Background: an optimization exercise with open tools, aiming at small area. Do not read the settings as production practice.
The RTL was checked by simulation tests, not by an equivalence proof against the original design.

## red
Design dis_sound, start of the top module:
module dis_sound(
 CLK, RSTn, pulse_r, pulse_t, test_count, Digitron_Out, DigitronCS_Out,LED_Out
);
	input CLK;
	input RSTn;
	input pulse_r;
	input pulse_t;
	output reg test_count;
	output [7:0]Digitron_Out;
	output [5:0]DigitronCS_Out;
	output [7:0]LED_Out;
	function [19:0] inc20;
		input [19:0] x;
		input ci;
		integer i;
		reg cc;
		begin
			cc = ci;
			for (i = 0; i < 20; i = i + 1) begin
				inc20[i] = x[i] ^ cc;
				cc = x[i] & cc;
			end
		end
	endfunction
	reg R1, R2, T1, T2;
	reg [6:0] count_hs;           
	wire hs_done = count_hs[6] & count_hs[5] & count_hs[2];    
	always @ (posedge CLK) begin
		if(!RSTn) begin
			R1 <= 0; R2 <= 0; T1 <= 0; T2 <= 0;
		end else begin
			R1 <= pulse_r; R2 <= R1; T1 <= pulse_t; T2 <= T1;
		end
	end
	always @ (posedge CLK) begin
		if(!RSTn) begin
			test_count <= 0;
			count_hs <= 0;
		end else if(T1 & ~T2)
			test_count <= 1;
		else if(hs_done) begin
			if(R1 & ~R2)
				test_count <= 0;
			else if(~R1 & R2)
				count_hs <= 0;
		end else
			count_hs <= count_hs + 1'b1;
	end
	reg [12:0] cnt;
	always @ (posedge CLK)
		if(!RSTn) cnt <= 0;
		else cnt <= inc20({7'd0, cnt}, 1'b1);
	wire step = &cnt[3:0];
	wire tick = (cnt == 13'h0FFF);
	reg t1, t2;
	reg [19:0] pulse;
	reg [19:0] c1, c2, c3, c4, c5, c6;
	reg [2:0] vc;                  
	wire shift = ~test_count & ~t1 & t2;
	wire wrap = pulse[19] & pulse[17] & pulse[16] & pulse[14] & pulse[13] &
	            pulse[12] & pulse[8] & pulse[7] & pulse[5] & pulse[4];
	wire pclr = ~RSTn | (test_count ? wrap : shift);
	always @ (posedge CLK) begin
		if(!RSTn) begin
			t1 <= 0; t2 <= 0;
		end else begin
			t1 <= test_count; t2 <= t1;
		end
	end
	always @ (posedge CLK)
		pulse <= inc20(pulse, test_count) & ~{20{pclr}};
	always @ (posedge CLK)
		if(RSTn & shift) begin
			c1 <= pulse; c2 <= c1; c3 <= c2; c4 <= c3; c5 <= c4; c6 <= c5;
		end
	always @ (posedge CLK)
		if(!RSTn)
			vc <= 0;
		else if(shift && vc != 3'd6)
			vc <= vc + 1'b1;
	localparam S_IDLE = 5'd0, S_SUB0 = 5'd6, S_ADD6 = 5'd7,
	           S_LED1 = 5'd9, S_LED7 = 5'd15, S_H = 5'd16, S_DH = 5'd20;
	reg [4:0] st;
	reg [2:0] pos;                 
	reg [22:0] W;
	reg [17:0] N;                  
	reg [2:0] q;                   
	reg cond;                      
  ...
Size: roughly 910 cells after synthesis, ~260 flip-flops, ~27 I/O pins.
make LEC_CHECK=0 CAP_MARGIN=20 CORE_MARGIN=2 CORE_UTILIZATION=40 CTS_CLUSTER_DIAMETER=80 CTS_CLUSTER_SIZE=30 SLEW_MARGIN=20 finish   # period 25.0 ns
run.sh (not shown) runs the stock make flow with config.mk's settings and CLKGATE_MAP_FILE= SYNTH_SCRIPT=/design/flow/synth_recipe.tcl, a recipe that flattens the netlist after the stock synthesis.
diff inputs: red => blue
==> flow/flow/run.sh (new file) <==
#!/bin/bash
# Layout flow: the standard ORFS flow (standard.sh: the same synthesis
# script, floorplan, power grid, placement and routing) with three changes:
#  - the final technology mapping in synthesis uses an area-oriented ABC script
#    (flow/abc_own.script) in place of ORFS's abc_speed.script; registers are
#    mapped exactly as in the standard synthesis, ABC only remaps the gates;
#  - ports are buffered with the smallest buffer cell;
#  - clock tree synthesis uses larger sink clusters and no dummy loads.
# The full output of the run goes to flow_run.log here; the ORFS logs are
# copied to orfs_logs/.
set -euo pipefail
WORK=$PWD
rm -rf "$WORK/own_scripts"
cp -r "$FLOW_HOME/scripts" "$WORK/own_scripts"
cp "$WORK/flow/abc_own.script" "$WORK/own_scripts/abc_speed.script"
export BUFFER_PORTS_ARGS="-buffer_cell sky130_fd_sc_hd__buf_1"
export CTS_ARGS="-sink_clustering_enable -repair_clock_nets -sink_clustering_size 30 -sink_clustering_max_diameter 80 -dont_use_dummy_load"
status=0
bash standard.sh "SCRIPTS_DIR=$WORK/own_scripts" finish > flow_run.log 2>&1 || status=$?
mkdir -p orfs_logs
cp -r orfs/logs/. orfs_logs/ 2>/dev/null || true
exit $status
==> flow/flow/abc_own.script (new file) <==
&get -n
&st
&dch
&nf
&st
&syn2
&if -g -K 6
&synch2
&nf
&st
&syn2
&if -g -K 6
&synch2
&nf
&st
&syn2
&if -g -K 6
&synch2
&nf
&st
&syn2
&if -g -K 6
&synch2
&nf
&st
&syn2
&if -g -K 6
&synch2
&nf
&st
&dch
&st
&deepsyn -T 60
&dch
&nf -R 1000
&put
topo
dnsize -c
==> flow/standard.sh (new file) <==
#!/bin/bash
# synth_recipe.tcl (not shown) runs the flow's synth.tcl, then flattens the netlist and writes it again
# the make line also repeats each setting of config.mk as NAME=value (left out here)
make -C /OpenROAD-flow-scripts/flow DESIGN_CONFIG=/design/flow/config.mk WORK_HOME=/design/flow/orfs CLKGATE_MAP_FILE= SYNTH_SCRIPT=/design/flow/synth_recipe.tcl "${@:-finish}"
removed: flow/run.sh
### Flow results
blue ended with less count of clock-buffer cells in the layout than red.
blue went all the way through the flow, and no timing, DRC or antenna check failed.
Going from red to blue, met3 capacity usage during global routing grows by 0.16 points.
A endpoint of the worst setup timing path of W[8]$_DFFE_PP_ is what blue shows, while W[12]$_DFFE_PP_ belongs to red.
Via count was lower in blue than in red.
#### Input delta (green over blue)
==> flow/flow/run.sh <==
#!/bin/bash
# Layout flow: the standard ORFS flow (standard.sh, unchanged synthesis,
# floorplan, power grid and routing) with two changes to how buffers are
# chosen: ports get the smallest buffer cell, and clock tree synthesis uses
# larger sink clusters without dummy loads. The full output of the run goes
# to flow_run.log here, and the ORFS logs are copied to orfs_logs/.
set -euo pipefail
export BUFFER_PORTS_ARGS="-buffer_cell sky130_fd_sc_hd__buf_1"
export CTS_ARGS="-sink_clustering_enable -repair_clock_nets -sink_clustering_size 30 -sink_clustering_max_diameter 80 -dont_use_dummy_load"
status=0
bash standard.sh > flow_run.log 2>&1 || status=$?
mkdir -p orfs_logs
cp -r orfs/logs/. orfs_logs/ 2>/dev/null || true
exit $status
diff --git a/flow/config.mk b/flow/config.mk
--- a/flow/config.mk
+++ b/flow/config.mk
@@ -11,3 +11,4 @@
 export CTS_CLUSTER_DIAMETER = 80
 export CTS_CLUSTER_SIZE = 30
+export GPL_TIMING_DRIVEN = 0
 export SLEW_MARGIN = 20
removed: flow/flow/abc_own.script
The post-synthesis xor/xnor area fraction of blue and that of green are within noise of each other.
Critical path required time sits higher in green than in blue.
green finished every step from synthesis to the final layout, and the layout passed the timing, design-rule and antenna checks.
blue → green: final period utilization shows an increase of 2.4 points, cell area after synthesis went up about 10%, fraction of area in clock buffers and inverters shows no meaningful change.

[separate check: timing with driven ports]
No port has a modelled driver above. Below, the same layouts with a new extraction and two added sets of constraints. Step 1: set_driving_cell puts a clkbuf_16 on CLK and a buf_2 on each other input, an assumption about the parent block. Step 2 moves the port delays by t, midway between the first and last clock arrival at a register: inputs arrive t later, outputs are due t later. That takes back most of the time a late clock gives input paths. a / b / c = no drivers / after step 1 / after step 2; a / b = the first two.
| run | t, ns | setup WS [ns] | hold WS [ns] |
|---|---|---|---|
| red | 0.538 | 12.287 / 12.287 / 12.287 | 0.430 / 0.430 / 0.430 |
| blue | 0.516 | 12.532 / 12.532 / 12.532 | 0.429 / 0.429 / 0.429 |
| green | 0.520 | 11.922 / 11.922 / 11.922 | 0.431 / 0.431 / 0.431 |
After both steps every run listed still meets setup and hold.
